Context: an optimization exercise on an open-source flow, tuned for small area and a short achievable clock period. The choices shown serve that exercise and are no tape-out recipe. Only simulation tests tie the RTL to the original design; equivalence was not proved. No driver is modelled on the clock port, so clocking that relies on it looks cheaper here than on a real chip.

==> flow/design.v <==
module prng (
    input logic [31:0] seed,
    output logic [31:0] rand_num,
    input logic clk,
    input logic rst
);
    logic [31:0] state;
    wire [30:0] x = state[30:0];
    wire [30:0] xn = ~state[30:0];
    wire [30:0] nxt;
    wire s0; wire c0;
    assign s0 = 1'b1 ^ x[2] ^ xn[0];
    assign c0 = (1'b1 & x[2]) | (1'b1 & xn[0]) | (x[2] & xn[0]);
    wire s1; wire c1;
    assign s1 = 1'b1 ^ x[3] ^ xn[1];
    assign c1 = (1'b1 & x[3]) | (1'b1 & xn[1]) | (x[3] & xn[1]);
    wire s2; wire c2;
    fa u2 (.a(x[4]), .b(xn[2]), .c(xn[0]), .s(s2), .co(c2));
    wire s3; wire c3;
    fa u3 (.a(x[5]), .b(xn[3]), .c(xn[1]), .s(s3), .co(c3));
    wire s4; wire c4;
    assign s4 = 1'b0 ^ x[4] ^ x[2];
    assign c4 = (1'b0 & x[4]) | (1'b0 & x[2]) | (x[4] & x[2]);
    wire s5; wire c5;
    fa u5 (.a(x[6]), .b(c3), .c(~s4), .s(s5), .co(c5));
    wire s6; wire c6;
    fa u6 (.a(x[7]), .b(xn[5]), .c(xn[3]), .s(s6), .co(c6));
    wire s7; wire c7;
    fa u7 (.a(x[0]), .b(~c4), .c(s6), .s(s7), .co(c7));
    wire s8; wire c8;
    fa u8 (.a(x[8]), .b(xn[6]), .c(xn[4]), .s(s8), .co(c8));
    wire s9; wire c9;
    fa u9 (.a(x[1]), .b(c6), .c(s8), .s(s9), .co(c9));
    wire s10; wire c10;
    assign s10 = 1'b1 ^ x[9] ^ x[2];
    assign c10 = (1'b1 & x[9]) | (1'b1 & x[2]) | (x[9] & x[2]);
    wire s11; wire c11;
    fa u11 (.a(xn[7]), .b(xn[5]), .c(xn[0]), .s(s11), .co(c11));
    wire s12; wire c12;
    fa u12 (.a(c8), .b(s10), .c(s11), .s(s12), .co(c12));
    wire s13; wire c13;
    fa u13 (.a(xn[8]), .b(xn[6]), .c(xn[1]), .s(s13), .co(c13));
    wire s14; wire c14;
    fa u14 (.a(x[10]), .b(x[3]), .c(c10), .s(s14), .co(c14));
    wire s15; wire c15;
    fa u15 (.a(c11), .b(s13), .c(c12), .s(s15), .co(c15));
    wire s16; wire c16;
    fa u16 (.a(xn[9]), .b(xn[7]), .c(xn[2]), .s(s16), .co(c16));
    wire s17; wire c17;
    fa u17 (.a(x[11]), .b(x[4]), .c(c13), .s(s17), .co(c17));
    wire s18; wire c18;
    fa u18 (.a(s16), .b(c14), .c(s17), .s(s18), .co(c18));
    wire s19; wire c19;
    assign s19 = 1'b1 ^ x[12] ^ x[5];
    assign c19 = (1'b1 & x[12]) | (1'b1 & x[5]) | (x[12] & x[5]);
    wire s20; wire c20;
    fa u20 (.a(xn[10]), .b(xn[8]), .c(xn[3]), .s(s20), .co(c20));
    wire s21; wire c21;
    fa u21 (.a(x[0]), .b(c16), .c(s19), .s(s21), .co(c21));
    wire s22; wire c22;
    fa u22 (.a(s20), .b(c17), .c(s21), .s(s22), .co(c22));
    wire s23; wire c23;
    assign s23 = 1'b1 ^ x[13] ^ x[6];
    assign c23 = (1'b1 & x[13]) | (1'b1 & x[6]) | (x[13] & x[6]);
    wire s24; wire c24;
    fa u24 (.a(xn[11]), .b(xn[9]), .c(xn[4]), .s(s24), .co(c24));
    wire s25; wire c25;
    fa u25 (.a(x[1]), .b(c19), .c(c20), .s(s25), .co(c25));
    wire s26; wire c26;
    fa u26 (.a(s23), .b(s24), .c(c21), .s(s26), .co(c26));
    wire s27; wire c27;
    fa u27 (.a(s25), .b(c22), .c(s26), .s(s27), .co(c27));
    wire s28; wire c28;
    fa u28 (.a(x[14]), .b(x[7]), .c(x[2]), .s(s28), .co(c28));
    wire s29; wire c29;
    fa u29 (.a(xn[12]), .b(xn[10]), .c(xn[5]), .s(s29), .co(c29));
    wire s30; wire c30;
    fa u30 (.a(x[0]), .b(c23), .c(c24), .s(s30), .co(c30));
    wire s31; wire c31;
    fa u31 (.a(s28), .b(s29), .c(c25), .s(s31), .co(c31));
    wire s32; wire c32;
    fa u32 (.a(s30), .b(c26), .c(s31), .s(s32), .co(c32));
    wire s33; wire c33;
    fa u33 (.a(x[15]), .b(x[8]), .c(x[3]), .s(s33), .co(c33));
    wire s34; wire c34;
    fa u34 (.a(xn[13]), .b(xn[11]), .c(xn[6]), .s(s34), .co(c34));
    wire s35; wire c35;
    fa u35 (.a(x[1]), .b(c28), .c(c29), .s(s35), .co(c35));
    wire s36; wire c36;
    fa u36 (.a(s33), .b(s34), .c(c30), .s(s36), .co(c36));
    wire s37; wire c37;
    fa u37 (.a(s35), .b(c31), .c(s36), .s(s37), .co(c37));
    wire s38; wire c38;
    fa u38 (.a(x[16]), .b(x[9]), .c(x[4]), .s(s38), .co(c38));
    wire s39; wire c39;
    fa u39 (.a(xn[14]), .b(xn[12]), .c(xn[7]), .s(s39), .co(c39));
    wire s40; wire c40;
    fa u40 (.a(x[2]), .b(c33), .c(c34), .s(s40), .co(c40));
    wire s41; wire c41;
    fa u41 (.a(s38), .b(s39), .c(c35), .s(s41), .co(c41));
    wire s42; wire c42;
    fa u42 (.a(s40), .b(c36), .c(s41), .s(s42), .co(c42));
    wire s43; wire c43;
    assign s43 = 1'b1 ^ x[17] ^ x[10];
    assign c43 = (1'b1 & x[17]) | (1'b1 & x[10]) | (x[17] & x[10]);
    wire s44; wire c44;
    fa u44 (.a(xn[15]), .b(xn[13]), .c(xn[8]), .s(s44), .co(c44));
    wire s45; wire c45;
    fa u45 (.a(x[5]), .b(x[3]), .c(xn[0]), .s(s45), .co(c45));
    wire s46; wire c46;
    fa u46 (.a(c38), .b(c39), .c(s43), .s(s46), .co(c46));
    wire s47; wire c47;
    fa u47 (.a(s44), .b(s45), .c(c40), .s(s47), .co(c47));
    wire s48; wire c48;
    fa u48 (.a(s46), .b(c41), .c(s47), .s(s48), .co(c48));
    wire s49; wire c49;
    fa u49 (.a(x[18]), .b(x[11]), .c(x[6]), .s(s49), .co(c49));
    wire s50; wire c50;
    fa u50 (.a(xn[16]), .b(xn[14]), .c(xn[9]), .s(s50), .co(c50));
    wire s51; wire c51;
    fa u51 (.a(x[4]), .b(c43), .c(c44), .s(s51), .co(c51));
    wire s52; wire c52;
    fa u52 (.a(xn[1]), .b(c45), .c(s49), .s(s52), .co(c52));
    wire s53; wire c53;
    fa u53 (.a(s50), .b(c46), .c(s51), .s(s53), .co(c53));
    wire s54; wire c54;
    fa u54 (.a(s52), .b(c47), .c(s53), .s(s54), .co(c54));
    wire s55; wire c55;
    fa u55 (.a(x[19]), .b(x[12]), .c(x[7]), .s(s55), .co(c55));
    wire s56; wire c56;
    fa u56 (.a(xn[17]), .b(xn[15]), .c(xn[10]), .s(s56), .co(c56));
    wire s57; wire c57;
    fa u57 (.a(x[5]), .b(xn[2]), .c(x[0]), .s(s57), .co(c57));
    wire s58; wire c58;
    fa u58 (.a(c49), .b(c50), .c(s55), .s(s58), .co(c58));
    wire s59; wire c59;
    fa u59 (.a(s56), .b(s57), .c(c51), .s(s59), .co(c59));
    wire s60; wire c60;
    fa u60 (.a(c52), .b(s58), .c(c53), .s(s60), .co(c60));
    wire s61; wire c61;
    fa u61 (.a(s59), .b(c54), .c(s60), .s(s61), .co(c61));
    wire s62; wire c62;
    fa u62 (.a(x[20]), .b(x[13]), .c(x[8]), .s(s62), .co(c62));
    wire s63; wire c63;
    fa u63 (.a(xn[18]), .b(xn[16]), .c(xn[11]), .s(s63), .co(c63));
    wire s64; wire c64;
    fa u64 (.a(x[6]), .b(xn[3]), .c(x[1]), .s(s64), .co(c64));
    wire s65; wire c65;
    fa u65 (.a(c55), .b(c56), .c(c57), .s(s65), .co(c65));
    wire s66; wire c66;
    fa u66 (.a(s62), .b(s63), .c(s64), .s(s66), .co(c66));
    wire s67; wire c67;
    fa u67 (.a(c58), .b(s65), .c(s66), .s(s67), .co(c67));
    wire s68; wire c68;
    fa u68 (.a(c59), .b(s67), .c(c60), .s(s68), .co(c68));
    wire s69; wire c69;
    fa u69 (.a(x[21]), .b(x[14]), .c(x[9]), .s(s69), .co(c69));
    wire s70; wire c70;
    fa u70 (.a(xn[19]), .b(xn[17]), .c(xn[12]), .s(s70), .co(c70));
    wire s71; wire c71;
    fa u71 (.a(x[7]), .b(xn[4]), .c(x[2]), .s(s71), .co(c71));
    wire s72; wire c72;
    fa u72 (.a(c62), .b(c63), .c(c64), .s(s72), .co(c72));
    wire s73; wire c73;
    fa u73 (.a(s69), .b(s70), .c(s71), .s(s73), .co(c73));
    wire s74; wire c74;
    fa u74 (.a(c65), .b(c66), .c(s72), .s(s74), .co(c74));
    wire s75; wire c75;
    fa u75 (.a(s73), .b(c67), .c(s74), .s(s75), .co(c75));
    wire s76; wire c76;
    assign s76 = 1'b1 ^ x[22] ^ x[15];
    assign c76 = (1'b1 & x[22]) | (1'b1 & x[15]) | (x[22] & x[15]);
    wire s77; wire c77;
    fa u77 (.a(xn[20]), .b(xn[18]), .c(xn[13]), .s(s77), .co(c77));
    wire s78; wire c78;
    fa u78 (.a(x[10]), .b(x[8]), .c(x[3]), .s(s78), .co(c78));
    wire s79; wire c79;
    fa u79 (.a(xn[5]), .b(xn[0]), .c(c69), .s(s79), .co(c79));
    wire s80; wire c80;
    fa u80 (.a(c70), .b(c71), .c(s76), .s(s80), .co(c80));
    wire s81; wire c81;
    fa u81 (.a(s77), .b(s78), .c(c72), .s(s81), .co(c81));
    wire s82; wire c82;
    fa u82 (.a(c73), .b(s79), .c(s80), .s(s82), .co(c82));
    wire s83; wire c83;
    fa u83 (.a(c74), .b(s81), .c(s82), .s(s83), .co(c83));
    wire s84; wire c84;
    fa u84 (.a(x[23]), .b(x[16]), .c(x[11]), .s(s84), .co(c84));
    wire s85; wire c85;
    fa u85 (.a(xn[21]), .b(xn[19]), .c(xn[14]), .s(s85), .co(c85));
    wire s86; wire c86;
    fa u86 (.a(x[9]), .b(xn[6]), .c(x[4]), .s(s86), .co(c86));
    wire s87; wire c87;
    fa u87 (.a(xn[1]), .b(c76), .c(c77), .s(s87), .co(c87));
    wire s88; wire c88;
    fa u88 (.a(c78), .b(s84), .c(s85), .s(s88), .co(c88));
    wire s89; wire c89;
    fa u89 (.a(s86), .b(c79), .c(c80), .s(s89), .co(c89));
    wire s90; wire c90;
    fa u90 (.a(s87), .b(s88), .c(c81), .s(s90), .co(c90));
    wire s91; wire c91;
    fa u91 (.a(c82), .b(s89), .c(s90), .s(s91), .co(c91));
    wire s92; wire c92;
    fa u92 (.a(x[24]), .b(x[17]), .c(x[12]), .s(s92), .co(c92));
    wire s93; wire c93;
    fa u93 (.a(xn[22]), .b(xn[20]), .c(xn[15]), .s(s93), .co(c93));
    wire s94; wire c94;
    fa u94 (.a(x[10]), .b(xn[7]), .c(x[5]), .s(s94), .co(c94));
    wire s95; wire c95;
    fa u95 (.a(xn[2]), .b(c84), .c(c85), .s(s95), .co(c95));
    wire s96; wire c96;
    fa u96 (.a(c86), .b(s92), .c(s93), .s(s96), .co(c96));
    wire s97; wire c97;
    fa u97 (.a(s94), .b(c87), .c(c88), .s(s97), .co(c97));
    wire s98; wire c98;
    fa u98 (.a(s95), .b(s96), .c(c89), .s(s98), .co(c98));
    wire s99; wire c99;
    fa u99 (.a(s97), .b(c90), .c(s98), .s(s99), .co(c99));
    wire s100; wire c100;
    fa u100 (.a(x[25]), .b(x[18]), .c(x[13]), .s(s100), .co(c100));
    wire s101; wire c101;
    fa u101 (.a(xn[23]), .b(xn[21]), .c(xn[16]), .s(s101), .co(c101));
    wire s102; wire c102;
    fa u102 (.a(x[11]), .b(x[6]), .c(x[0]), .s(s102), .co(c102));
    wire s103; wire c103;
    fa u103 (.a(xn[8]), .b(xn[3]), .c(c92), .s(s103), .co(c103));
    wire s104; wire c104;
    fa u104 (.a(c93), .b(c94), .c(s100), .s(s104), .co(c104));
    wire s105; wire c105;
    fa u105 (.a(s101), .b(s102), .c(c95), .s(s105), .co(c105));
    wire s106; wire c106;
    fa u106 (.a(c96), .b(s103), .c(s104), .s(s106), .co(c106));
    wire s107; wire c107;
    fa u107 (.a(c97), .b(s105), .c(s106), .s(s107), .co(c107));
    wire s108; wire c108;
    fa u108 (.a(c98), .b(s107), .c(c99), .s(s108), .co(c108));
    wire s109; wire c109;
    fa u109 (.a(x[26]), .b(x[19]), .c(x[14]), .s(s109), .co(c109));
    wire s110; wire c110;
    fa u110 (.a(xn[24]), .b(xn[22]), .c(xn[17]), .s(s110), .co(c110));
    wire s111; wire c111;
    fa u111 (.a(x[12]), .b(x[7]), .c(x[1]), .s(s111), .co(c111));
    wire s112; wire c112;
    fa u112 (.a(xn[9]), .b(xn[4]), .c(c100), .s(s112), .co(c112));
    wire s113; wire c113;
    fa u113 (.a(c101), .b(c102), .c(s109), .s(s113), .co(c113));
    wire s114; wire c114;
    fa u114 (.a(s110), .b(s111), .c(c103), .s(s114), .co(c114));
    wire s115; wire c115;
    fa u115 (.a(c104), .b(s112), .c(s113), .s(s115), .co(c115));
    wire s116; wire c116;
    fa u116 (.a(c105), .b(s114), .c(c106), .s(s116), .co(c116));
    wire s117; wire c117;
    fa u117 (.a(s115), .b(c107), .c(s116), .s(s117), .co(c117));
    wire s118; wire c118;
    fa u118 (.a(x[27]), .b(x[20]), .c(x[15]), .s(s118), .co(c118));
    wire s119; wire c119;
    fa u119 (.a(xn[25]), .b(xn[23]), .c(xn[18]), .s(s119), .co(c119));
    wire s120; wire c120;
    fa u120 (.a(x[13]), .b(x[8]), .c(x[2]), .s(s120), .co(c120));
    wire s121; wire c121;
    fa u121 (.a(xn[10]), .b(xn[5]), .c(c109), .s(s121), .co(c121));
    wire s122; wire c122;
    fa u122 (.a(c110), .b(c111), .c(s118), .s(s122), .co(c122));
    wire s123; wire c123;
    fa u123 (.a(s119), .b(s120), .c(c112), .s(s123), .co(c123));
    wire s124; wire c124;
    fa u124 (.a(c113), .b(s121), .c(s122), .s(s124), .co(c124));
    wire s125; wire c125;
    fa u125 (.a(c114), .b(s123), .c(c115), .s(s125), .co(c125));
    wire s126; wire c126;
    fa u126 (.a(s124), .b(c116), .c(s125), .s(s126), .co(c126));
    wire s127; wire c127;
    fa u127 (.a(x[28]), .b(x[21]), .c(x[16]), .s(s127), .co(c127));
    wire s128; wire c128;
    fa u128 (.a(xn[26]), .b(xn[24]), .c(xn[19]), .s(s128), .co(c128));
    wire s129; wire c129;
    fa u129 (.a(x[14]), .b(x[9]), .c(x[3]), .s(s129), .co(c129));
    wire s130; wire c130;
    fa u130 (.a(xn[11]), .b(xn[6]), .c(c118), .s(s130), .co(c130));
    wire s131; wire c131;
    fa u131 (.a(c119), .b(c120), .c(s127), .s(s131), .co(c131));
    wire s132; wire c132;
    fa u132 (.a(s128), .b(s129), .c(c121), .s(s132), .co(c132));
    wire s133; wire c133;
    fa u133 (.a(c122), .b(s130), .c(s131), .s(s133), .co(c133));
    wire s134; wire c134;
    fa u134 (.a(c123), .b(s132), .c(c124), .s(s134), .co(c134));
    wire s135; wire c135;
    fa u135 (.a(s133), .b(c125), .c(s134), .s(s135), .co(c135));
    wire s136; wire c136;
    fa u136 (.a(x[29]), .b(x[22]), .c(x[17]), .s(s136), .co(c136));
    wire s137; wire c137;
    fa u137 (.a(xn[27]), .b(xn[25]), .c(xn[20]), .s(s137), .co(c137));
    wire s138; wire c138;
    fa u138 (.a(x[15]), .b(x[10]), .c(x[4]), .s(s138), .co(c138));
    wire s139; wire c139;
    fa u139 (.a(xn[12]), .b(xn[7]), .c(c127), .s(s139), .co(c139));
    wire s140; wire c140;
    fa u140 (.a(c128), .b(c129), .c(s136), .s(s140), .co(c140));
    wire s141; wire c141;
    fa u141 (.a(s137), .b(s138), .c(c130), .s(s141), .co(c141));
    wire s142; wire c142;
    fa u142 (.a(c131), .b(s139), .c(s140), .s(s142), .co(c142));
    wire s143; wire c143;
    fa u143 (.a(c132), .b(s141), .c(c133), .s(s143), .co(c143));
    wire s144; wire c144;
    fa u144 (.a(s142), .b(c134), .c(s143), .s(s144), .co(c144));
    wire s145;
    assign s145 = x[30] ^ x[23] ^ x[18];
    wire s146;
    assign s146 = x[28] ^ x[26] ^ x[21];
    wire s147;
    assign s147 = x[16] ^ x[11] ^ x[5];
    wire s148;
    assign s148 = xn[13] ^ xn[8] ^ x[0];
    wire s149;
    assign s149 = c136 ^ c137 ^ c138;
    wire s150;
    assign s150 = s145 ^ ~s146 ^ s147;
    wire s151;
    assign s151 = s148 ^ c139 ^ c140;
    wire s152;
    assign s152 = s149 ^ s150 ^ c141;
    wire s153;
    assign s153 = c142 ^ s151 ^ s152;
    wire s154;
    assign s154 = c143 ^ s153 ^ c144;
    wire [30:0] ra, rb;
    assign ra[0] = x[0];
    assign rb[0] = 1'b1;
    assign ra[1] = x[1];
    assign rb[1] = 1'b0;
    assign ra[2] = s0;
    assign rb[2] = 1'b0;
    assign ra[3] = c0;
    assign rb[3] = s1;
    assign ra[4] = c1;
    assign rb[4] = s2;
    assign ra[5] = c2;
    assign rb[5] = s3;
    assign ra[6] = s5;
    assign rb[6] = 1'b0;
    assign ra[7] = c5;
    assign rb[7] = s7;
    assign ra[8] = c7;
    assign rb[8] = s9;
    assign ra[9] = c9;
    assign rb[9] = s12;
    assign ra[10] = s14;
    assign rb[10] = s15;
    assign ra[11] = c15;
    assign rb[11] = s18;
    assign ra[12] = c18;
    assign rb[12] = s22;
    assign ra[13] = s27;
    assign rb[13] = 1'b0;
    assign ra[14] = c27;
    assign rb[14] = s32;
    assign ra[15] = c32;
    assign rb[15] = s37;
    assign ra[16] = c37;
    assign rb[16] = s42;
    assign ra[17] = c42;
    assign rb[17] = s48;
    assign ra[18] = c48;
    assign rb[18] = s54;
    assign ra[19] = s61;
    assign rb[19] = 1'b0;
    assign ra[20] = c61;
    assign rb[20] = s68;
    assign ra[21] = c68;
    assign rb[21] = s75;
    assign ra[22] = c75;
    assign rb[22] = s83;
    assign ra[23] = c83;
    assign rb[23] = s91;
    assign ra[24] = c91;
    assign rb[24] = s99;
    assign ra[25] = s108;
    assign rb[25] = 1'b0;
    assign ra[26] = c108;
    assign rb[26] = s117;
    assign ra[27] = c117;
    assign rb[27] = s126;
    assign ra[28] = c126;
    assign rb[28] = s135;
    assign ra[29] = c135;
    assign rb[29] = s144;
    assign ra[30] = s154;
    assign rb[30] = 1'b0;
    wire [30:0] g0 = ra & rb;
    wire [30:0] p0 = ra ^ rb;
    wire gg1 = g0[1] | (p0[1] & g0[0]);
    wire gg2 = g0[2] | (p0[2] & gg1);
    wire gg3 = g0[3] | (p0[3] & g0[2]);
    wire pp3 = p0[3] & p0[2];
    wire gg4 = gg3 | (pp3 & gg1);
    wire gg5 = g0[4] | (p0[4] & g0[3]);
    wire pp5 = p0[4] & p0[3];
    wire gg6 = gg5 | (pp5 & gg2);
    wire gg7 = g0[5] | (p0[5] & g0[4]);
    wire pp7 = p0[5] & p0[4];
    wire gg8 = gg7 | (pp7 & g0[3]);
    wire pp8 = pp7 & p0[3];
    wire gg9 = gg8 | (pp8 & gg2);
    wire gg10 = g0[6] | (p0[6] & gg9);
    wire gg11 = g0[7] | (p0[7] & g0[6]);
    wire pp11 = p0[7] & p0[6];
    wire gg12 = gg11 | (pp11 & gg9);
    wire gg13 = g0[8] | (p0[8] & g0[7]);
    wire pp13 = p0[8] & p0[7];
    wire gg14 = gg13 | (pp13 & gg10);
    wire gg15 = g0[9] | (p0[9] & g0[8]);
    wire pp15 = p0[9] & p0[8];
    wire gg16 = gg15 | (pp15 & gg11);
    wire pp16 = pp15 & pp11;
    wire gg17 = gg16 | (pp16 & gg9);
    wire gg18 = g0[10] | (p0[10] & gg15);
    wire pp18 = p0[10] & pp15;
    wire gg19 = gg18 | (pp18 & gg12);
    wire gg20 = g0[11] | (p0[11] & g0[10]);
    wire pp20 = p0[11] & p0[10];
    wire gg21 = gg20 | (pp20 & gg17);
    wire gg22 = g0[12] | (p0[12] & gg20);
    wire pp22 = p0[12] & pp20;
    wire gg23 = gg22 | (pp22 & gg17);
    wire gg24 = g0[13] | (p0[13] & gg23);
    wire gg25 = g0[14] | (p0[14] & g0[13]);
    wire pp25 = p0[14] & p0[13];
    wire gg26 = gg25 | (pp25 & gg23);
    wire gg27 = g0[15] | (p0[15] & g0[14]);
    wire pp27 = p0[15] & p0[14];
    wire gg28 = gg27 | (pp27 & g0[13]);
    wire pp28 = pp27 & p0[13];
    wire gg29 = gg28 | (pp28 & gg23);
    wire gg30 = g0[16] | (p0[16] & g0[15]);
    wire pp30 = p0[16] & p0[15];
    wire gg31 = gg30 | (pp30 & g0[14]);
    wire pp31 = pp30 & p0[14];
    wire gg32 = gg31 | (pp31 & gg24);
    wire gg33 = g0[17] | (p0[17] & g0[16]);
    wire pp33 = p0[17] & p0[16];
    wire gg34 = gg33 | (pp33 & gg27);
    wire pp34 = pp33 & pp27;
    wire gg35 = gg34 | (pp34 & gg24);
    wire gg36 = g0[18] | (p0[18] & g0[17]);
    wire pp36 = p0[18] & p0[17];
    wire gg37 = gg36 | (pp36 & gg30);
    wire pp37 = pp36 & pp30;
    wire gg38 = gg37 | (pp37 & gg26);
    wire gg39 = g0[18] | (p0[18] & gg33);
    wire pp39 = p0[18] & pp33;
    wire gg40 = g0[19] | (p0[19] & gg39);
    wire pp40 = p0[19] & pp39;
    wire gg41 = gg40 | (pp40 & gg29);
    wire gg42 = g0[20] | (p0[20] & g0[19]);
    wire pp42 = p0[20] & p0[19];
    wire gg43 = gg42 | (pp42 & gg38);
    wire gg44 = g0[21] | (p0[21] & g0[20]);
    wire pp44 = p0[21] & p0[20];
    wire gg45 = gg44 | (pp44 & g0[19]);
    wire pp45 = pp44 & p0[19];
    wire gg46 = gg45 | (pp45 & gg38);
    wire gg47 = g0[22] | (p0[22] & g0[21]);
    wire pp47 = p0[22] & p0[21];
    wire gg48 = gg47 | (pp47 & gg42);
    wire pp48 = pp47 & pp42;
    wire gg49 = gg48 | (pp48 & gg38);
    wire gg50 = g0[23] | (p0[23] & g0[22]);
    wire pp50 = p0[23] & p0[22];
    wire gg51 = gg50 | (pp50 & gg44);
    wire pp51 = pp50 & pp44;
    wire gg52 = gg51 | (pp51 & gg41);
    wire gg53 = g0[24] | (p0[24] & g0[23]);
    wire pp53 = p0[24] & p0[23];
    wire gg54 = gg53 | (pp53 & gg47);
    wire pp54 = pp53 & pp47;
    wire gg55 = gg54 | (pp54 & gg43);
    wire gg56 = g0[24] | (p0[24] & gg50);
    wire pp56 = p0[24] & pp50;
    wire gg57 = g0[25] | (p0[25] & gg56);
    wire pp57 = p0[25] & pp56;
    wire gg58 = gg57 | (pp57 & gg46);
    wire gg59 = g0[26] | (p0[26] & g0[25]);
    wire pp59 = p0[26] & p0[25];
    wire gg60 = gg59 | (pp59 & gg55);
    wire gg61 = g0[27] | (p0[27] & g0[26]);
    wire pp61 = p0[27] & p0[26];
    wire gg62 = gg61 | (pp61 & g0[25]);
    wire pp62 = pp61 & p0[25];
    wire gg63 = gg62 | (pp62 & gg55);
    wire gg64 = g0[28] | (p0[28] & g0[27]);
    wire pp64 = p0[28] & p0[27];
    wire gg65 = gg64 | (pp64 & g0[26]);
    wire pp65 = pp64 & p0[26];
    wire gg66 = gg65 | (pp65 & g0[25]);
    wire pp66 = pp65 & p0[25];
    wire gg67 = gg66 | (pp66 & gg55);
    wire gg68 = g0[29] | (p0[29] & g0[28]);
    wire pp68 = p0[29] & p0[28];
    wire gg69 = gg68 | (pp68 & g0[27]);
    wire pp69 = pp68 & p0[27];
    wire gg70 = gg69 | (pp69 & gg59);
    wire pp70 = pp69 & pp59;
    wire gg71 = gg70 | (pp70 & gg55);
    wire gg72 = g0[30] | (p0[30] & gg69);
    wire pp72 = p0[30] & pp69;
    wire gg73 = gg72 | (pp72 & gg60);
    assign nxt[0] = p0[0];
    assign nxt[1] = p0[1] ^ g0[0];
    assign nxt[2] = p0[2] ^ gg1;
    assign nxt[3] = p0[3] ^ gg2;
    assign nxt[4] = p0[4] ^ gg4;
    assign nxt[5] = p0[5] ^ gg6;
    assign nxt[6] = p0[6] ^ gg9;
    assign nxt[7] = p0[7] ^ gg10;
    assign nxt[8] = p0[8] ^ gg12;
    assign nxt[9] = p0[9] ^ gg14;
    assign nxt[10] = p0[10] ^ gg17;
    assign nxt[11] = p0[11] ^ gg19;
    assign nxt[12] = p0[12] ^ gg21;
    assign nxt[13] = p0[13] ^ gg23;
    assign nxt[14] = p0[14] ^ gg24;
    assign nxt[15] = p0[15] ^ gg26;
    assign nxt[16] = p0[16] ^ gg29;
    assign nxt[17] = p0[17] ^ gg32;
    assign nxt[18] = p0[18] ^ gg35;
    assign nxt[19] = p0[19] ^ gg38;
    assign nxt[20] = p0[20] ^ gg41;
    assign nxt[21] = p0[21] ^ gg43;
    assign nxt[22] = p0[22] ^ gg46;
    assign nxt[23] = p0[23] ^ gg49;
    assign nxt[24] = p0[24] ^ gg52;
    assign nxt[25] = p0[25] ^ gg55;
    assign nxt[26] = p0[26] ^ gg58;
    assign nxt[27] = p0[27] ^ gg60;
    assign nxt[28] = p0[28] ^ gg63;
    assign nxt[29] = p0[29] ^ gg67;
    assign nxt[30] = p0[30] ^ gg71;
    always_ff @(posedge clk) begin
        if (rst) begin
            state <= seed;
        end else begin
            state <= {1'b0, nxt};
        end
        rand_num <= state;
    end
endmodule
module fa (
    input  logic a,
    input  logic b,
    input  logic c,
    output logic s,
    output logic co
);
    assign s = a ^ b ^ c;
    assign co = (a & b) | (a & c) | (b & c);
endmodule
==> flow/flow/run.sh <==
#!/bin/bash
# Standard layout with two changes: the smallest buffer on each port, and
# useful clock skew between registers after clock tree synthesis (skew.tcl).
export BUFFER_PORTS_ARGS="-buffer_cell sky130_fd_sc_hd__buf_1"
export POST_CTS_TCL="$PWD/flow/skew.tcl"
bash standard.sh > standard.log 2>&1
==> flow/flow/skew.py <==
#!/usr/bin/env python3
"""Plan a later clock arrival for registers (useful skew).

usage: skew.py PATHS PERIOD

PATHS holds lines "kind from to slack" as skew.tcl writes them. A delay D[r]
(>= 0) on register r's clock changes a register-to-register path s->e by
D[s] - D[e]. The plan finds the smallest period T such that:
  setup   (PERIOD - slack) + D[s] - D[e] <= T      for register pairs
  hold    slack + D[s] - D[e] >= HOLD_MARGIN
  output  (PERIOD - slack) + D[s] <= T            (the skew may only hurt)
  input   (PERIOD - slack) <= T                   (no gain from the skew)
  D[r] <= DMAX
and prints, for each register that needs a delay, a chain of delay cells.
"""
import sys

DMAX = 1.2
HOLD_MARGIN = 0.2
# cells and the delay each adds in front of one register's clock pin (ns)
CELLS = [
    ('sky130_fd_sc_hd__clkbuf_1', 0.09, 3.75),
    ('sky130_fd_sc_hd__dlygate4sd1_1', 0.20, 8.76),
    ('sky130_fd_sc_hd__clkdlybuf4s50_1', 0.46, 10.01),
]

path_file, period = sys.argv[1], float(sys.argv[2])
setup, hold, outp, inp, inhold = {}, {}, {}, {}, {}
regs = set()
for line in open(path_file):
    f = line.split()
    if len(f) != 4:
        continue
    kind, s, e, sl = f[0], f[1], f[2], float(f[3])
    if kind == 'max':
        setup[(s, e)] = min(setup.get((s, e), 1e9), sl)
        regs.update((s, e))
    elif kind == 'min':
        hold[(s, e)] = min(hold.get((s, e), 1e9), sl)
        regs.update((s, e))
    elif kind == 'outmax':
        outp[s] = min(outp.get(s, 1e9), sl)
        regs.add(s)
    elif kind == 'inmax':
        inp[e] = min(inp.get(e, 1e9), sl)
        regs.add(e)
    elif kind == 'inmin':
        inhold[e] = min(inhold.get(e, 1e9), sl)
        regs.add(e)
regs = sorted(regs)
idx = {r: i + 1 for i, r in enumerate(regs)}


def solve(T):
    # difference constraints x[b] >= x[a] + w as edges (a, b, w); longest path
    edges = []
    for r in regs:
        ub = DMAX
        if r in inhold:
            ub = min(ub, inhold[r] - HOLD_MARGIN)
        if r in outp:
            ub = min(ub, T - (period - outp[r]))
        if ub < 0:
            return None
        edges.append((0, idx[r], 0.0))
        edges.append((idx[r], 0, -ub))
    for (s, e), sl in setup.items():
        d = period - sl
        if s == e:
            if d > T:
                return None
            continue
        edges.append((idx[s], idx[e], d - T))
    for (s, e), sl in hold.items():
        if s == e:
            continue
        # D[e] - D[s] <= sl - margin
        edges.append((idx[e], idx[s], -(sl - HOLD_MARGIN)))
    for e, sl in inp.items():
        if period - sl > T:
            return None
    n = len(regs) + 1
    x = [0.0] + [-1e18] * (n - 1)
    for it in range(n + 1):
        changed = False
        for a, b, w in edges:
            if x[a] > -1e17 and x[a] + w > x[b] + 1e-9:
                x[b] = x[a] + w
                changed = True
        if not changed:
            return {r: x[idx[r]] for r in regs}
        if x[0] > 1e-9:
            return None
    return None


t0 = max(period - sl for sl in setup.values())
lo, hi = 0.0, t0
if solve(hi) is None:
    print(f'# no skew plan (T0 {t0:.3f})')
    sys.exit(0)
for _ in range(40):
    m = (lo + hi) / 2
    if solve(m) is None:
        lo = m
    else:
        hi = m
T = hi
D = solve(T)
print(f'# period without skew {t0:.3f}, with skew {T:.3f}')


def chain(delta):
    # fewest-area chain of cells whose delay is closest to delta
    best = None
    for a in range(0, 4):
        for b in range(0, 4):
            for c in range(0, 4):
                if a + b + c == 0 or a + b + c > 4:
                    continue
                n = (a, b, c)
                d = sum(k * cell[1] for k, cell in zip(n, CELLS))
                area = sum(k * cell[2] for k, cell in zip(n, CELLS))
                cost = abs(d - delta) + 0.004 * area
                if best is None or cost < best[0]:
                    best = (cost, n)
    out = []
    for k, cell in zip(best[1], CELLS):
        out += [cell[0]] * k
    return out


for r in regs:
    d = D[r]
    if d < 0.06:
        continue
    print('delay', r, f'{d:.3f}', ' '.join(chain(d)))
==> flow/flow/skew.tcl <==
# Useful clock skew between registers, run after clock tree synthesis
# (POST_CTS_TCL). It measures the worst setup and hold slack of every
# register-to-register path, and the worst slack of every path from an input
# and to an output, then asks skew.py for a later clock arrival for each
# register that shortens the period set by the register-to-register paths.
# Paths from the inputs and to the outputs get no gain from it: an input path
# must meet that period without the skew, and an output path must meet it with
# the skew. The delays are made by clock buffers put in front of the
# registers' clock pins.

set skew_dir [file dirname [file normalize [info script]]]
set work_dir [file dirname $skew_dir]
set_propagated_clock [all_clocks]
estimate_parasitics -placement

set regs [all_registers -cells]
set clkpin [dict create]
set dpin [dict create]
set cellof [dict create]
foreach r $regs {
  set n [get_full_name $r]
  dict set cellof $n $r
  foreach p [get_pins -of_objects $r] {
    set pn [get_property $p lib_pin_name]
    if { $pn == "CLK" } { dict set clkpin $n $p }
    if { $pn == "D" } { dict set dpin $n $p }
  }
}

set f [open $work_dir/skew_paths.txt w]
foreach r $regs {
  set n [get_full_name $r]
  set cp [dict get $clkpin $n]
  foreach {kind pd} {max max min min} {
    set paths [find_timing_paths -from $cp -path_delay $pd \
      -group_path_count 10000 -endpoint_path_count 1 -unique_paths_to_endpoint]
    foreach p $paths {
      set ep [get_property $p endpoint]
      set epn [get_full_name $ep]
      if { [get_property $ep direction] == "output" } {
        puts $f "out$kind $n - [get_property $p slack]"
      } else {
        set einst [get_full_name [get_cells -of_objects $ep]]
        puts $f "$kind $n $einst [get_property $p slack]"
      }
    }
  }
  set dp [dict get $dpin $n]
  foreach {kind pd} {inmax max inmin min} {
    set paths [find_timing_paths -from [all_inputs] -to $dp -path_delay $pd]
    foreach p $paths {
      puts $f "$kind - $n [get_property $p slack]"
    }
  }
}
close $f

set period [get_property [lindex [all_clocks] 0] period]
exec python3 $skew_dir/skew.py $work_dir/skew_paths.txt $period > $work_dir/skew_plan.txt
puts "skew plan:"
puts [exec cat $work_dir/skew_plan.txt]

set block [ord::get_db_block]
set nbuf 0
foreach line [split [exec cat $work_dir/skew_plan.txt] "\n"] {
  if { [llength $line] < 3 || [lindex $line 0] != "delay" } { continue }
  set n [lindex $line 1]
  set cells [lrange $line 3 end]
  set inst [sta::sta_to_db_inst [dict get $cellof $n]]
  set loc [$inst getLocation]
  foreach cell $cells {
    set p [dict get $clkpin $n]
    set net [get_nets -of_objects $p]
    insert_buffer -buffer_cell $cell -net $net -load_pins [list $p] \
      -location [list [ord::dbu_to_microns [lindex $loc 0]] \
        [ord::dbu_to_microns [lindex $loc 1]]] \
      -buffer_name skewbuf_$nbuf -net_name skewnet_$nbuf
    set bnet [$block findNet skewnet_$nbuf]
    if { $bnet ne "NULL" && $bnet ne "" } { $bnet setSigType CLOCK }
    incr nbuf
  }
}
puts "skew buffers inserted: $nbuf"

detailed_placement
check_placement -verbose
estimate_parasitics -placement
report_worst_slack -max
report_worst_slack -min
==> flow/standard.sh <==
#!/bin/bash
# synth_recipe.tcl (not shown) runs the flow's synth.tcl, then flattens the netlist and writes it again
# the make line also repeats each setting of config.mk as NAME=value (left out here)
make -C /OpenROAD-flow-scripts/flow DESIGN_CONFIG=/design/flow/config.mk WORK_HOME=/design/flow/orfs CLKGATE_MAP_FILE= SYNTH_SCRIPT=/design/flow/synth_recipe.tcl "${@:-finish}"
==> flow/config.mk <==
export PLATFORM = sky130hd
export DESIGN_NAME = prng
export DESIGN_NICKNAME = prng
export VERILOG_FILES = /design/flow/design.v
export SDC_FILE = /design/flow/constraint.sdc
export NUM_CORES = 4
export LEC_CHECK = 0
export CAP_MARGIN = 20
export CORE_MARGIN = 2
export CORE_UTILIZATION = 60
export SETUP_SLACK_MARGIN = 2.3
export SLEW_MARGIN = 20
export SYNTH_HIERARCHICAL = 1
==> flow/constraint.sdc <==
create_clock -name core_clock -period 7.0 [get_ports {clk}]
set_input_delay 1.4000 -clock core_clock [delete_from_list [all_inputs] [get_ports {clk}]]
set_output_delay 1.4000 -clock core_clock [all_outputs]
set_load 0.01 [all_outputs]
==> results of run 1 <==
==> per-stage QoR <==
step / instance area, um2 / setup WS (ps) / cells
2_1_floorplan: 5870 / 2720 / 466
3_3_place_gp: 6260 / 1970 / 657
3_5_place_dp: 6260 / 1940 / 657
5_1_grt: 6750 / 2590 / 707
6_report: 6750 / 2830 / 707
==> cell usage in the layout, fill, tap and decap left out, types with 2 or more instances in the layout <==
cell type,instances
fa_1,137
buf_1,64
dfxtp_1,49
inv_1,48
ha_1,35
nand2_1,29
xnor2_1,24
clkbuf_1,17
a21oi_1,16
o21ai_0,16
dfxtp_2,15
clkdlybuf4s50_1,13
clkbuf_8,12
a21o_1,10
o31ai_1,10
nor3_1,9
o21a_1,8
xor2_1,7
dlygate4sd1_1,6
o21ai_1,4
mux2_2,4
o211ai_1,3
nor3b_1,3
nand3_1,2
nor2b_1,2
o211a_1,2
nor2_1,2
a31oi_1,2
nor3_2,2
bufinv_16,2
==> Yosys stat by module, one instance, submodules excluded <==
module  cells inside  flip-flops and latches  cell area, um2  copies in the design
fa                 1                       0            20.0                   137
prng             329                      64            3130                     1
==> cells by family after synthesis <==
kind of cell | count (synthesis)
buffers and inverters | 55
multiplexers | 4
adder cells (fa/ha/maj) | 172
AO/OA/AOI/OAI | 81
flip-flops | 64
XOR/XNOR | 33
AND/OR/NAND/NOR | 57
==> state kept, by name, summed over array words and instances, names as in the netlist <==
name      count
rand_num     32
state        32
==> cell usage after synthesis (all sizes together) (4+ instances only) <==
| cell type | count | share of area |
|---|---|---|
| nor3 | 11 | 0.011 |
| xor2 | 7 | 0.010 |
| inv | 48 | 0.031 |
| dfxtp | 64 | 0.22 |
| a21oi | 16 | 0.014 |
| ha | 35 | 0.075 |
| o21ai | 20 | 0.017 |
| clkbuf | 6 | 0.0038 |
| xnor2 | 25 | 0.040 |
| nand2 | 29 | 0.019 |
| o31ai | 10 | 0.013 |
| mux2 | 4 | 0.0077 |
| nor3b | 4 | 0.0060 |
| fa | 137 | 0.47 |
| o21a | 8 | 0.010 |
| a21o | 10 | 0.013 |
| o211ai | 4 | 0.0060 |
==> worst min path at each step <==
stage,from,to,slack (ps),cells after the start
after global routing,seed[30],state[30]$_DFF_P_,130,3
after floorplan,state[31]$_SDFF_PN0_,rand_num[31]$_DFF_P_,310,0
after detailed placement,state[31]$_SDFF_PN0_,rand_num[31]$_DFF_P_,320,0
after global placement,state[31]$_SDFF_PN0_,rand_num[31]$_DFF_P_,320,0
final,state[13]$_DFF_P_,state[30]$_DFF_P_,150,7
==> metal layers <==
| layer | up-vias | GRT usage |
|---|---|---|
| li1 | 1738 | - |
| met4 | 0 | 0.135 |
| met5 | - | 0 |
| met1 | 1881 | 0.431 |
| met3 | 33 | 0.110 |
| met2 | 182 | 0.432 |
==> area by class of cell, clock buffers not listed <==
cell class / instances / area (um2) / share of cell area
multi-input combinational: 347 / 4380 / 0.650
inverter: 48 / 180 / 0.0267
tap: 133 / 166 / 0.0247
timing repair buffer: 65 / 245 / 0.0364
clock inverter: 2 / 60.1 / 0.00890
sequential: 64 / 1300 / 0.193
==> tightest hold or removal path: stages, from the launching register on <==
cell      delay (ps)
dfxtp_2          410
xnor2_1          210
xnor2_1           70
xnor2_1          170
xnor3_1          210
nand3_1          110
o211ai_2          80
nor3_2            30
==> flow_summary.yaml, run 1 <==
detailed_routing:
  highest_layer: "met4"
  wirelength_um: 14100
  dr.pass1.iters: 5
  drt-met1-wl_um: 5910
  vias: 3834
  vias_per_cell: 5.42
  drt_iter0_markers: 184
  met3_length_um: 1430
  wire_per_inst_um: 19.9
  dr_wl_met2_um: 6350
  drc: 0
  ant_nets: 0
synthesis:
  ys_ff_latch: 64
  synth_xor_area_frac: 0.0547
  avgSynthCellArea_um2: 12.6
  synth-simple-area-share: 0.0490
  ys_warn_count: 7
  synth.net_count: 672
  synth_top_family_by_area: "adder cells"
  postSynthCellCount: 466
  synth_edf_count: 0
  synthAdderAreaFrac: 0.541
  synthArstFlopShare: 0
  syn_area_um2: 5870
  synth.distinct_cells: 45
  synthFlopType: "dfxtp_1"
  seq_area_frac_synth: 0.218
  synth_compound_gate_area_share: 0.0933
  synthMuxAreaShare: 0.00767
setup_path:
  rrSetupSlack_ps: 2830
  reg2reg_from: "state[0]$_DFF_P_"
  crit_path_end: "state[17]$_DFF_P_"
  r2r_end: "state[17]$_DFF_P_"
  cp_top_family: "adder cells"
  crit_path_frequent_cell: "fa_1"
  worstPathRequired_ps: 7540
  cp-startpoint: "state[0]$_DFF_P_"
  path_class: "reg -> reg"
  crit_fanout: 11
  rr_worst_depth: 15
  crit_buf_inv: 1
  slowest_delay_ps: 640
  crit_path_end_kind: "flip-flop"
  slowest_stage: "dfxtp_2"
  crit_path_start_kind: "flip-flop"
  crit_arrival_ps: 4710
  cp_cell_sequence: "inv_1, fa_1, fa_1, fa_1, ha_1, nand3_1, nor2b_1, a2bb2oi_2, nand2_1, ha_1, a21o_1, a21o_1, a21oi_1, xor2_1, o21ai_0"
  critical_path_depth: 15
floorplan:
  start_util: 0.609
  core_area_um2: 9640
  dieArea_um2: 10600
  ios: 66
  die_y_um: 103
  num_rows: 36
  die_w_um: 103
placed_design:
  place.port_buffers: 65
  gp_congestion: 0.966
  post-dp-hpwl_um: 11400
status:
  outcome: "no timing/DRC/antenna violations"
finish:
  utilization: 0.700
  layout-area-overhead-vs-synth_pct: 14.8
  num-nets-final: 775
  final_layout_size_suffix_gt1_frac: 0.0732
  fill_cells: 734
  n_antenna_cell: 0
timing:
  worst_slew_pin_slew_ps: 986
  max_freq_mhz: 240
  setup_viol: 0
  timing.hold.ws_ps: 152
  maxSlewViolCount: 0
  hold_viol: 0
  rsz0062_at_grt: "false"
  tns_ps: 0
  clock_skew_ps: 1200
  min_period_ps: 4170
  relSlewSlack: 0.343
  finalCritPeriodShare: 0.595
global_routing:
  grt_overflow: 0
  track_usage: 0.306
  grt_pass1_wl_um: 22700
  antenna_found_initial: 0
  grt_pass1_vias: 4194
  grt_max_degree: 62
hold_path:
  hp-class: "reg -> reg"
run:
  maxCapViolCount: 0
clock_network:
  clkTransAtPathRegs_ps: 70
  clock-sinks: 64
  cts_tree: "done"
  insertion_delay_ps: 1540
==> inputs of run 2 (changes only) <==
--- a/flow/config.mk
+++ b/flow/config.mk
@@ -8,6 +8,5 @@
 export CAP_MARGIN = 20
 export CORE_MARGIN = 2
 export CORE_UTILIZATION = 60
-export SETUP_SLACK_MARGIN = 2.3
 export SLEW_MARGIN = 20
 export SYNTH_HIERARCHICAL = 1
==> run 2 against run 1 <==
Largest cell class unchanged.
==> flow_summary.yaml, run 2 <==
setup_path:
  crit_buf_inv: 1
  cp_top_family: "adder cells"
  r2r_end: "state[23]$_DFF_P_"
  slowest_stage: "dfxtp_1"
  crit_fanout: 5
  rrSetupSlack_ps: 2530
  rr_worst_depth: 11
  worstPathRequired_ps: 7870
  path_class: "reg -> reg"
  crit_path_start_kind: "flip-flop"
  crit_arrival_ps: 5340
  cp_cell_sequence: "inv_1, fa_1, fa_1, fa_1, fa_1, ha_1, o211ai_1, a21oi_1, o31a_1, o21a_1, o31ai_1"
  crit_path_frequent_cell: "fa_1"
  crit_path_end_kind: "flip-flop"
  reg2reg_from: "state[18]$_DFF_P_"
  slowest_delay_ps: 620
run:
  maxCapViolCount: 0
finish:
  seqCellArea_um2: 1280
  fill_cells: 737
  n_antenna_cell: 0
  reg.largest.list: "rand_num (32), state (32)"
  layout-area-overhead-vs-synth_pct: 14.2
  num-nets-final: 770
  multiInputGateArea_um2: 4380
  layout_commonest_cell: "fa_1"
  layout_common_cells: "fa_1, buf_1, dfxtp_1, inv_1, ha_1"
  final_layout_size_suffix_gt1_frac: 0.0475
timing:
  maxSlewViolCount: 0
  tns_ps: 0
  rsz0062_at_grt: "false"
  max_freq_mhz: 224
  setup_viol: 0
  hold_viol: 0
  timing.hold.ws_ps: 184
  clock_skew_ps: 1070
  fin_ws_ps: 2530
  relSlewSlack: 0.349
  min_period_ps: 4470
  worst_slew_pin_slew_ps: 976
  finalCritPeriodShare: 0.639
synthesis:
  ys_ff_latch: 64
  synth_edf_count: 0
  netlist_top_cells_area: "fa_1, dfxtp_1, ha_1, xnor2_1, inv_1"
  synthFlopType: "dfxtp_1"
  synthArstFlopShare: 0
  syn_area_um2: 5870
  avgSynthCellArea_um2: 12.6
  yosysTopAreaCell: "fa_1"
  synth.net_count: 672
  seq_area_frac_synth: 0.218
  ys_warn_count: 7
  synth_top_area_frac: 0.467
  postSynthCellCount: 466
  synth.distinct_cells: 45
  yosysMostFrequentCell: "fa_1"
  synth_common_cells: "fa_1, dfxtp_1, inv_1"
clock_network:
  clkTransAtPathRegs_ps: 50
  clock-sinks: 64
  cts_tree: "done"
  insertion_delay_ps: 1420
floorplan:
  start_util: 0.609
  ios: 66
  core_area_um2: 9640
  die_y_um: 103
  num_rows: 36
  dieArea_um2: 10600
  die_w_um: 103
hold_path:
  hp-class: "in -> reg"
  min_to: "state[29]$_DFF_P_"
  whs_path_depth: 3
  min_from: "seed[29]"
detailed_routing:
  drc: 0
  ant_nets: 0
  drt_iter0_markers: 211
  wirelength_um: 14000
  wire_per_inst_um: 19.9
  dr.pass1.iters: 5
  vias: 3859
  vias_per_cell: 5.50
placed_design:
  place.port_buffers: 65
  post-dp-hpwl_um: 11400
  gp_congestion: 0.966
  pre_cts_ws_ps: 1940
status:
  outcome: "no timing/DRC/antenna violations"
global_routing:
  track_usage: 0.305
  grt_overflow: 0
  grt_pass1_vias: 4149
  grt_pass1_wl_um: 22600
  antenna_found_initial: 0
  grt_max_degree: 62
==> run 2: cell families (layout without fill, tap and decap cells) <==
family	count (synthesis)	count (layout)	share of synthesized area
fa+ha+maj	172	172	0.541
simple gates	57	57	0.0490
buf+inv	55	158	0.0358
xor+xnor	33	33	0.0547
mux	4	4	0.00767
compound gates	81	81	0.0933
flops	64	64	0.218
==> run 2: metal layers <==
metal,GRT usage,routed length [um],share of wire,up-vias
li1,-,-,-,1728
met1,0.435,6000,0.43,1910
met2,0.432,6220,0.44,185
met3,0.0902,1310,0.094,36
met4,0.144,452,0.032,0
met5,0,0,0,-
==> run 2: per-module statistics from Yosys, one instance, submodules excluded <==
module,copies in the design,flops+latches,cells,cell area [um2]
fa,137,0,1,20.0
prng,1,64,329,3130
==> run 2: how the worst max path moves through the flow <==
stage                     slack [ps]         startpoint  depth (start not counted)                 to
after floorplan                 2720  state[11]$_DFF_P_                         13  state[30]$_DFF_P_
after global placement          1970   state[0]$_DFF_P_                         17  state[18]$_DFF_P_
after detailed placement        1940   state[0]$_DFF_P_                         17  state[18]$_DFF_P_
after global routing            2320   state[5]$_DFF_P_                         12  state[20]$_DFF_P_
final                           2530  state[18]$_DFF_P_                         11  state[23]$_DFF_P_
==> run 2: area by class of cell, clock buffers not listed <==
cell class / instances / share of cell area
Multi-Input combinational cell: 347 / 0.654
Tap cell: 133 / 0.0248
Sequential cell: 64 / 0.191
Timing Repair Buffer: 65 / 0.0366
Inverter: 48 / 0.0269
Clock inverter: 2 / 0.00896
==> run 2: stage by stage <==
step,utilization,instances,instance area [um2]
after floorplan,-,466,5870
final,0.696,702,6710
after detailed placement,0.649,657,6260
after global placement,0.649,657,6260
after global routing,0.696,702,6710
==> run 2: worst reg2reg max path: cells and delay by family, from the launching register on <==
kind	cells	cell delay [ps]
compound gates	5	1060
fa+ha+maj	5	2380
buf+inv	1	260
flops	1	620
==> inputs of run 3 (changes only) <==
--- a/flow/config.mk
+++ b/flow/config.mk
@@ -8,5 +8,6 @@
 export CAP_MARGIN = 20
 export CORE_MARGIN = 2
 export CORE_UTILIZATION = 60
+export SETUP_SLACK_MARGIN = 3.3
 export SLEW_MARGIN = 20
 export SYNTH_HIERARCHICAL = 1
==> run 3 against run 2 <==
Synthesized cell count stayed put. Via count rose by 14%. Worst hold slack improved by 7.9 ps. Cell count up 11%. Still clean. Sequential share of layout area fell by 1.7 points. Register-to-register slack better by 620 ps. Area after synthesis stayed put. Global-route usage is 4.5 points higher. Die area unchanged.
==> flow_summary.yaml, run 3 <==
status:
  outcome: "no timing/DRC/antenna violations"
floorplan:
  core_area_um2: 9640
  die_y_um: 103
  num_rows: 36
  ios: 66
  start_util: 0.609
  dieArea_um2: 10600
  die_w_um: 103
global_routing:
  grt_pass1_vias: 4698
  grt_max_degree: 59
  grt_overflow: 0
  track_usage: 0.349
  grt_pass1_wl_um: 25700
  antenna_found_initial: 1
synthesis:
  netlist_top_cells_area: "fa_1, dfxtp_1, ha_1, xnor2_1, inv_1"
  ys_ff_latch: 64
  seq_area_frac_synth: 0.218
  synth_common_cells: "fa_1, dfxtp_1, inv_1"
  synth_top_area_frac: 0.467
  syn_area_um2: 5870
  avgSynthCellArea_um2: 12.6
  yosysTopAreaCell: "fa_1"
  synth.net_count: 672
  synthArstFlopShare: 0
  yosysMostFrequentCell: "fa_1"
  ys_warn_count: 7
  synth_edf_count: 0
  postSynthCellCount: 466
  synth.distinct_cells: 45
  synthFlopType: "dfxtp_1"
setup_path:
  cp_top_family: "adder cells"
  crit_path_frequent_cell: "fa_1"
  crit_path_end_kind: "flip-flop"
  path_class: "reg -> reg"
  worstPathRequired_ps: 7980
  crit_buf_inv: 3
  slowest_stage: "fa_1"
  crit_path_start_kind: "flip-flop"
  crit_arrival_ps: 4830
  slowest_delay_ps: 600
  cp_cell_sequence: "inv_2, fa_1, fa_2, fa_1, fa_1, ha_4, nand4_1, a211oi_2, buf_4, buf_4, o21a_1, xnor2_1, o21ai_1"
  crit_fanout: 5
timing:
  hold_viol: 0
  worst_slew_pin_slew_ps: 575
  tns_ps: 0
  relSlewSlack: 0.616
  rsz0062_at_grt: "true"
  max_freq_mhz: 260
  setup_viol: 0
  maxSlewViolCount: 0
  clock_skew_ps: 1160
  timing.hold.ws_ps: 192
  min_period_ps: 3850
  finalCritPeriodShare: 0.550
  fin_ws_ps: 3150
clock_network:
  cts_tree: "done"
  insertion_delay_ps: 1510
  clock-sinks: 64
  clkTransAtPathRegs_ps: 60
placed_design:
  pre_cts_ws_ps: 2340
  post-dp-hpwl_um: 12700
  place.port_buffers: 65
  gp_congestion: 0.971
finish:
  layout_common_cells: "fa_1, buf_4, buf_1, fa_2, dfxtp_1"
  utilization: 0.822
  n_antenna_cell: 0
  layout_commonest_cell: "fa_1"
  reg.largest.list: "rand_num (32), state (32)"
  num-nets-final: 849
  final_layout_size_suffix_gt1_frac: 0.366
  layout-area-overhead-vs-synth_pct: 34.8
detailed_routing:
  vias_per_cell: 5.65
  ant_nets: 0
  drc: 0
  vias: 4414
  dr.pass1.iters: 5
  wirelength_um: 17300
  drt_iter0_markers: 246
  wire_per_inst_um: 22.1
run:
  maxCapViolCount: 0
hold_path:
  hp-class: "in -> reg"
==> run 3: cell counts after synthesis <==
No cell type changed its count.
==> run 3: stage by stage <==
step | std cells | cell area, um2
floorplan | 466 | 6170
global placement | 658 | 6560
detailed placement | 658 | 6560
global route | 781 | 7920
finish | 781 | 7920
==> run 3: worst min-delay path, cell delays in order <==
cell     delay, ps
buf_1           70
nand2_1         60
o31ai_2         50
==> run 3: layer usage <==
| layer | GRT usage | share of wire |
|---|---|---|
| met1 | 0.452 | 0.39 |
| met2 | 0.533 | 0.48 |
| met3 | 0.125 | 0.091 |
| met4 | 0.157 | 0.036 |
| met5 | 0 | 0 |
==> run 3: logic make-up (layout without fill, tap and decap cells) <==
logic type,after synthesis,in the layout,share of synthesized area
adders and majority gates,172,172,0.541
AOI/OAI and AO/OA,81,81,0.0933
DFF,64,64,0.218
and+or+nand+nor,57,57,0.0490
buffers and inverters,55,237,0.0358
xor gates and xnor gates,33,33,0.0547
muxes,4,4,0.00767
==> run 3: cell type report, clock buffers not listed <==
cell class | instances | area [um2]
well taps | 133 | 166
repair buffers | 141 | 843
clock inverters | 4 | 51.3
flip-flops and latches | 64 | 1380
fillers | 582 | 1720
multi-input cells | 347 | 4850
inverters | 48 | 238
==> run 3: per-module statistics from Yosys, one instance, submodules excluded <==
module / flops+latches / times used
fa: 0 / 137
prng: 64 / 1
==> run 3: final timing paths <==
path                            cells after the start                  from  slack, ps                    to
worst min register to register                      0  state[31]$_SDFF_PN0_        340  rand_num[31]$_DFF_P_
worst max-delay path                               13     state[21]$_DFF_P_       3150     state[26]$_DFF_P_
worst max register to register                     13     state[21]$_DFF_P_       3150     state[26]$_DFF_P_
worst min-delay path                                3              seed[29]        190     state[29]$_DFF_P_
==> inputs of run 4 (changes only) <==
--- a/flow/config.mk
+++ b/flow/config.mk
@@ -8,6 +8,6 @@
 export CAP_MARGIN = 20
 export CORE_MARGIN = 2
 export CORE_UTILIZATION = 60
-export SETUP_SLACK_MARGIN = 3.3
+export SETUP_SLACK_MARGIN = 3.6
 export SLEW_MARGIN = 20
 export SYNTH_HIERARCHICAL = 1
==> run 4 against run 3 <==
Maximum frequency rose by 2.1%. Critical path type unchanged. Final area fell by 2.6%. Synthesized cell count stayed put. Cell count down 2.4%. Critical path depth up 3. Die area stayed put. Still clean. Global-route usage decreased by 2.0 points. Area after synthesis stayed put. Sequential share of layout area is 0.42 points higher.
==> flow_summary.yaml, run 4 <==
synthesis:
  synthArstFlopShare: 0
  avgSynthCellArea_um2: 12.6
  synth_common_cells: "fa_1, dfxtp_1, inv_1"
  ys_ff_latch: 64
  synthFlopType: "dfxtp_1"
  syn_area_um2: 5870
  ys_warn_count: 7
  synth_edf_count: 0
  postSynthCellCount: 466
  synth.net_count: 672
  yosysTopAreaCell: "fa_1"
  seq_area_frac_synth: 0.218
  synth_top_area_frac: 0.467
  netlist_top_cells_area: "fa_1, dfxtp_1, ha_1, xnor2_1, inv_1"
  yosysMostFrequentCell: "fa_1"
  synth.distinct_cells: 45
setup_path:
  worstPathRequired_ps: 7330
  path_class: "reg -> reg"
  crit_path_end_kind: "flip-flop"
  slowest_stage: "fa_1"
  cp_top_family: "adder cells"
  crit_path_start_kind: "flip-flop"
  slowest_delay_ps: 620
  crit_arrival_ps: 4110
  crit_fanout: 4
  crit_buf_inv: 2
  cp_cell_sequence: "inv_8, fa_2, fa_1, fa_1, ha_4, buf_4, a21oi_4, nand2_2, ha_4, a21o_1, a21o_1, a21oi_2, nor2b_1, nor2_1, xor2_1, o21ai_1"
detailed_routing:
  vias_per_cell: 5.51
  dr.pass1.iters: 4
  highest_layer: "met4"
  ant_nets: 0
  met3_length_um: 1530
  wirelength_um: 16300
  wire_per_inst_um: 21.3
  drc: 0
  drt-met1-wl_um: 6550
  drt_iter0_markers: 251
  vias: 4202
  dr_wl_met2_um: 7780
finish:
  reg.largest.list: "rand_num (32), state (32)"
  layout-area-overhead-vs-synth_pct: 31.4
  design_area_um2: 7720
  final_layout_size_suffix_gt1_frac: 0.331
  fill_cells: 573
  num-nets-final: 829
  utilization: 0.800
  layout_commonest_cell: "fa_1"
  layout_common_cells: "fa_1, buf_1, buf_4, dfxtp_1, fa_2"
floorplan:
  die_y_um: 103
  num_rows: 36
  ios: 66
  core_area_um2: 9640
  dieArea_um2: 10600
  start_util: 0.609
  die_w_um: 103
global_routing:
  grt_max_degree: 62
  antenna_found_initial: 1
  grt_overflow: 0
  track_usage: 0.329
  grt_pass1_vias: 4375
  grt_pass1_wl_um: 24000
clock_network:
  clkTransAtPathRegs_ps: 60
  clock-sinks: 64
  insertion_delay_ps: 1520
  cts_tree: "done"
timing:
  worst_slew_pin_slew_ps: 575
  finalCritPeriodShare: 0.539
  tns_ps: 0
  timing.hold.ws_ps: 172
  hold_viol: 0
  setup_viol: 0
  clock_skew_ps: 1160
  relSlewSlack: 0.617
  max_freq_mhz: 265
  rsz0062_at_grt: "true"
  min_period_ps: 3770
  maxSlewViolCount: 0
run:
  maxCapViolCount: 0
placed_design:
  placed_cell_area_um2: 6570
  gp_congestion: 1.01
  place.port_buffers: 65
  post-dp-hpwl_um: 12300
hold_path:
  hp-class: "in -> reg"
status:
  outcome: "no timing/DRC/antenna violations"
-- run 4: cell counts after synthesis --
No cell type changed its count.
-- run 4: final cells by class, clock buffers not listed --
class / instances / area, um2 / area share
Multi-Input combinational cell: 347 / 4800 / 0.622
Inverter: 48 / 233 / 0.0302
Antenna cell: 1 / 2.50 / 0.000324
Tap cell: 133 / 166 / 0.0216
Clock inverter: 3 / 45.0 / 0.00584
Timing Repair Buffer: 128 / 731 / 0.0947
Sequential cell: 64 / 1380 / 0.178
-- run 4: final timing paths --
path | from | endpoint | slack [ps] | cells after the start
worst max register to register | state[7]$_DFF_P_ | state[18]$_DFF_P_ | 3230 | 16
worst max-delay path | state[7]$_DFF_P_ | state[18]$_DFF_P_ | 3230 | 16
worst min-delay path | seed[29] | state[29]$_DFF_P_ | 170 | 3
worst min register to register | state[31]$_SDFF_PN0_ | rand_num[31]$_DFF_P_ | 330 | 0
-- run 4: per-layer routing --
layer  up-vias  global-route usage
met5         -                   0
met4         0              0.0962
met3        29               0.151
met2       186               0.504
met1      2130               0.424
li1       1857                   -
-- run 4: kinds of logic (layout without fill, tap and decap cells) --
| kind of cell | Yosys count | in the layout | share of synthesized area |
|---|---|---|---|
| AO/OA/AOI/OAI | 81 | 81 | 0.0933 |
| AND/OR/NAND/NOR | 57 | 57 | 0.0490 |
| flip-flops | 64 | 64 | 0.218 |
| other | 0 | 1 | 0 |
| XOR/XNOR | 33 | 33 | 0.0547 |
| adder cells (fa/ha/maj) | 172 | 172 | 0.541 |
| multiplexers | 4 | 4 | 0.00767 |
| buffers and inverters | 55 | 217 | 0.0358 |
-- run 4: stage by stage --
stage	std cells	setup slack [ps]
after floorplan	466	3120
after global placement	658	2690
after detailed placement	658	2730
after global routing	762	3050
final	762	3230
-- run 4: per-module statistics from Yosys, one instance, submodules excluded --
module,cell area [um2],flops+latches
fa,20.0,0
prng,3130,64
-- run 4: worst register-to-register path, delay by kind of cell, from the launching register on --
family,cells,cell delay [ps]
buf+inv,2,200
simple gates,3,300
compound gates,5,740
fa+ha+maj,5,1930
xor+xnor,1,180
flops,1,400
==> inputs of run 5 (changes only) <==
--- a/flow/flow/skew.py
+++ b/flow/flow/skew.py
@@ -15,7 +15,7 @@
 """
 import sys
 
-DMAX = 1.2
+DMAX = 1.8
 HOLD_MARGIN = 0.2
 # cells and the delay each adds in front of one register's clock pin (ns)
 CELLS = [
--- a/flow/config.mk
+++ b/flow/config.mk
@@ -8,6 +8,6 @@
 export CAP_MARGIN = 20
 export CORE_MARGIN = 2
 export CORE_UTILIZATION = 60
-export SETUP_SLACK_MARGIN = 3.6
+export SETUP_SLACK_MARGIN = 2.3
 export SLEW_MARGIN = 20
 export SYNTH_HIERARCHICAL = 1
==> run 5 against run 4 <==
First-iteration DRC count shrank 27%. Die area did not move. Register-to-register slack lost 390 ps. Area after synthesis unchanged. Routed wire length down 14%. Final area is 13% lower. Synthesized cell count unchanged. Setup slack got worse by 390 ps. Global-route usage down 2.2 points. Sequential cell count did not move. Critical path type unchanged. Largest cell class unchanged.
==> flow_summary.yaml, run 5 <==
finish:
  layout_commonest_cell: "fa_1"
  reg.largest.list: "rand_num (32), state (32)"
  layout_common_cells: "fa_1, buf_1, dfxtp_1, inv_1, ha_1"
  final_layout_size_suffix_gt1_frac: 0.0732
  num-nets-final: 775
  fill_cells: 734
  n_antenna_cell: 0
  layout-area-overhead-vs-synth_pct: 14.8
floorplan:
  die_y_um: 103
  dieArea_um2: 10600
  start_util: 0.609
  core_area_um2: 9640
  ios: 66
  num_rows: 36
  die_w_um: 103
detailed_routing:
  wire_per_inst_um: 19.9
  drc: 0
  dr.pass1.iters: 5
  ant_nets: 0
  wirelength_um: 14100
  vias_per_cell: 5.42
  drt_iter0_markers: 184
  vias: 3834
setup_path:
  crit_path_end_kind: "flip-flop"
  slowest_stage: "dfxtp_2"
  crit_fanout: 11
  crit_arrival_ps: 4710
  slowest_delay_ps: 640
  cp_cell_sequence: "inv_1, fa_1, fa_1, fa_1, ha_1, nand3_1, nor2b_1, a2bb2oi_2, nand2_1, ha_1, a21o_1, a21o_1, a21oi_1, xor2_1, o21ai_0"
  worstPathRequired_ps: 7540
  path_class: "reg -> reg"
  crit_path_frequent_cell: "fa_1"
  crit_path_start_kind: "flip-flop"
global_routing:
  grt_pass1_wl_um: 22700
  antenna_found_initial: 0
  grt_pass1_vias: 4194
  grt_overflow: 0
  track_usage: 0.306
  grt_max_degree: 62
clock_network:
  cts_tree: "done"
  insertion_delay_ps: 1540
  clock-sinks: 64
  clkTransAtPathRegs_ps: 70
synthesis:
  synth_edf_count: 0
  synthArstFlopShare: 0
  avgSynthCellArea_um2: 12.6
  yosysMostFrequentCell: "fa_1"
  postSynthCellCount: 466
  synth.net_count: 672
  netlist_top_cells_area: "fa_1, dfxtp_1, ha_1, xnor2_1, inv_1"
  synth_common_cells: "fa_1, dfxtp_1, inv_1"
  synth_top_area_frac: 0.467
  synthFlopType: "dfxtp_1"
  yosysTopAreaCell: "fa_1"
  ys_ff_latch: 64
  ys_warn_count: 7
  seq_area_frac_synth: 0.218
  syn_area_um2: 5870
  synth.distinct_cells: 45
timing:
  hold_viol: 0
  maxSlewViolCount: 0
  worst_slew_pin_slew_ps: 986
  setup_viol: 0
  relSlewSlack: 0.343
  max_freq_mhz: 240
  tns_ps: 0
  clock_skew_ps: 1200
  min_period_ps: 4170
  finalCritPeriodShare: 0.595
  rsz0062_at_grt: "false"
hold_path:
  hp-class: "reg -> reg"
run:
  maxCapViolCount: 0
placed_design:
  post-dp-hpwl_um: 11400
  gp_congestion: 0.966
  place.port_buffers: 65
status:
  outcome: "no timing/DRC/antenna violations"
-- run 5: cell counts after synthesis --
No cell type changed its count.
-- run 5: worst max-delay path: cells and delay by family (launching register included) --
family / cells / cell delay (ps)
fa+ha+maj: 5 / 1930
compound gates: 5 / 980
flops: 1 / 640
simple gates: 3 / 340
buf+inv: 1 / 300
xor+xnor: 1 / 170
-- run 5: stage by stage --
stage                     setup slack [ps]  instances  area, um2   util  hold slack (ps)
after floorplan                       2720        466       5870      -              310
after global placement                1970        657       6260  0.649              317
after detailed placement              1940        657       6260  0.649              318
after global routing                  2590        707       6750  0.700              132
final                                 2830        707       6750  0.700              152
-- run 5: path summary, 6_finish.rpt --
check                    start           endpoint  slack, ps  cells after the start
min          state[13]$_DFF_P_  state[30]$_DFF_P_        150                      7
min reg2reg  state[13]$_DFF_P_  state[30]$_DFF_P_        150                      7
max reg2reg   state[0]$_DFF_P_  state[17]$_DFF_P_       2830                     15
max           state[0]$_DFF_P_  state[17]$_DFF_P_       2830                     15
-- run 5: logic make-up (layout without fill, tap and decap cells) --
kind of cell | count (synthesis) | in the layout | share of synthesized area
multiplexers | 4 | 4 | 0.00767
adder cells (fa/ha/maj) | 172 | 172 | 0.541
AO/OA/AOI/OAI | 81 | 81 | 0.0933
AND/OR/NAND/NOR | 57 | 57 | 0.0490
flip-flops | 64 | 64 | 0.218
buffers and inverters | 55 | 163 | 0.0358
XOR/XNOR | 33 | 33 | 0.0547
-- run 5: per-module statistics from Yosys (local to each module, per instance) --
module,flip-flops and latches,times used,cell area (um2)
prng,64,1,3130
fa,0,137,20.0
-- run 5: layout make-up, clock buffers not listed --
class                           count  area [um2]  share of cell area
Multi-Input combinational cell    347        4380               0.650
Sequential cell                    64        1300               0.193
Timing Repair Buffer               65         245              0.0364
Inverter                           48         180              0.0267
Tap cell                          133         166              0.0247
Clock inverter                      2        60.1             0.00890
-- run 5: metal layers --
metal | GRT usage | wire length (um)
met1 | 0.431 | 5910
met2 | 0.432 | 6350
met3 | 0.110 | 1430
met4 | 0.135 | 369
met5 | 0 | 0

-- separate check: timing with driven ports --
The results above use ideal ports. As a check the final layouts listed here were re-extracted and re-timed, cells and wires unchanged. Step 1 assumes that a clkbuf_16 drives the clock port and a buf_2 every other input. Step 2, shift: input delay + t, output delay - t, t = (earliest + latest rising clock arrival at the registers) / 2. This alone moves slack from input paths to output paths. a / b / c = ideal ports / drivers / drivers and shift; a / b = the first two.
run | t, ns | setup WS [ns] | latest minus earliest clock arrival (ns) | worst register clock-pin slew, ns | worst data-port slew with drivers (ns)
run 1 | 0.979 | 2.834 / 2.834 / 2.834 | 1.196 / 1.196 | 0.08 / 0.08 | 0.03
run 2 | 0.924 | 2.526 / 2.526 / 2.526 | 1.072 / 1.072 | 0.08 / 0.08 | 0.03
run 3 | 0.972 | 3.148 / 3.148 / 3.148 | 1.158 / 1.158 | 0.08 / 0.08 | 0.05
run 4 | 0.978 | 3.226 / 3.226 / 3.226 | 1.163 / 1.163 | 0.08 / 0.08 | 0.04
run 5 | 0.979 | 2.834 / 2.834 / 2.834 | 1.196 / 1.196 | 0.08 / 0.08 | 0.03
In every run listed the clock reaches the registers at very different times; t lies between them, and the last value is a rough guide only.
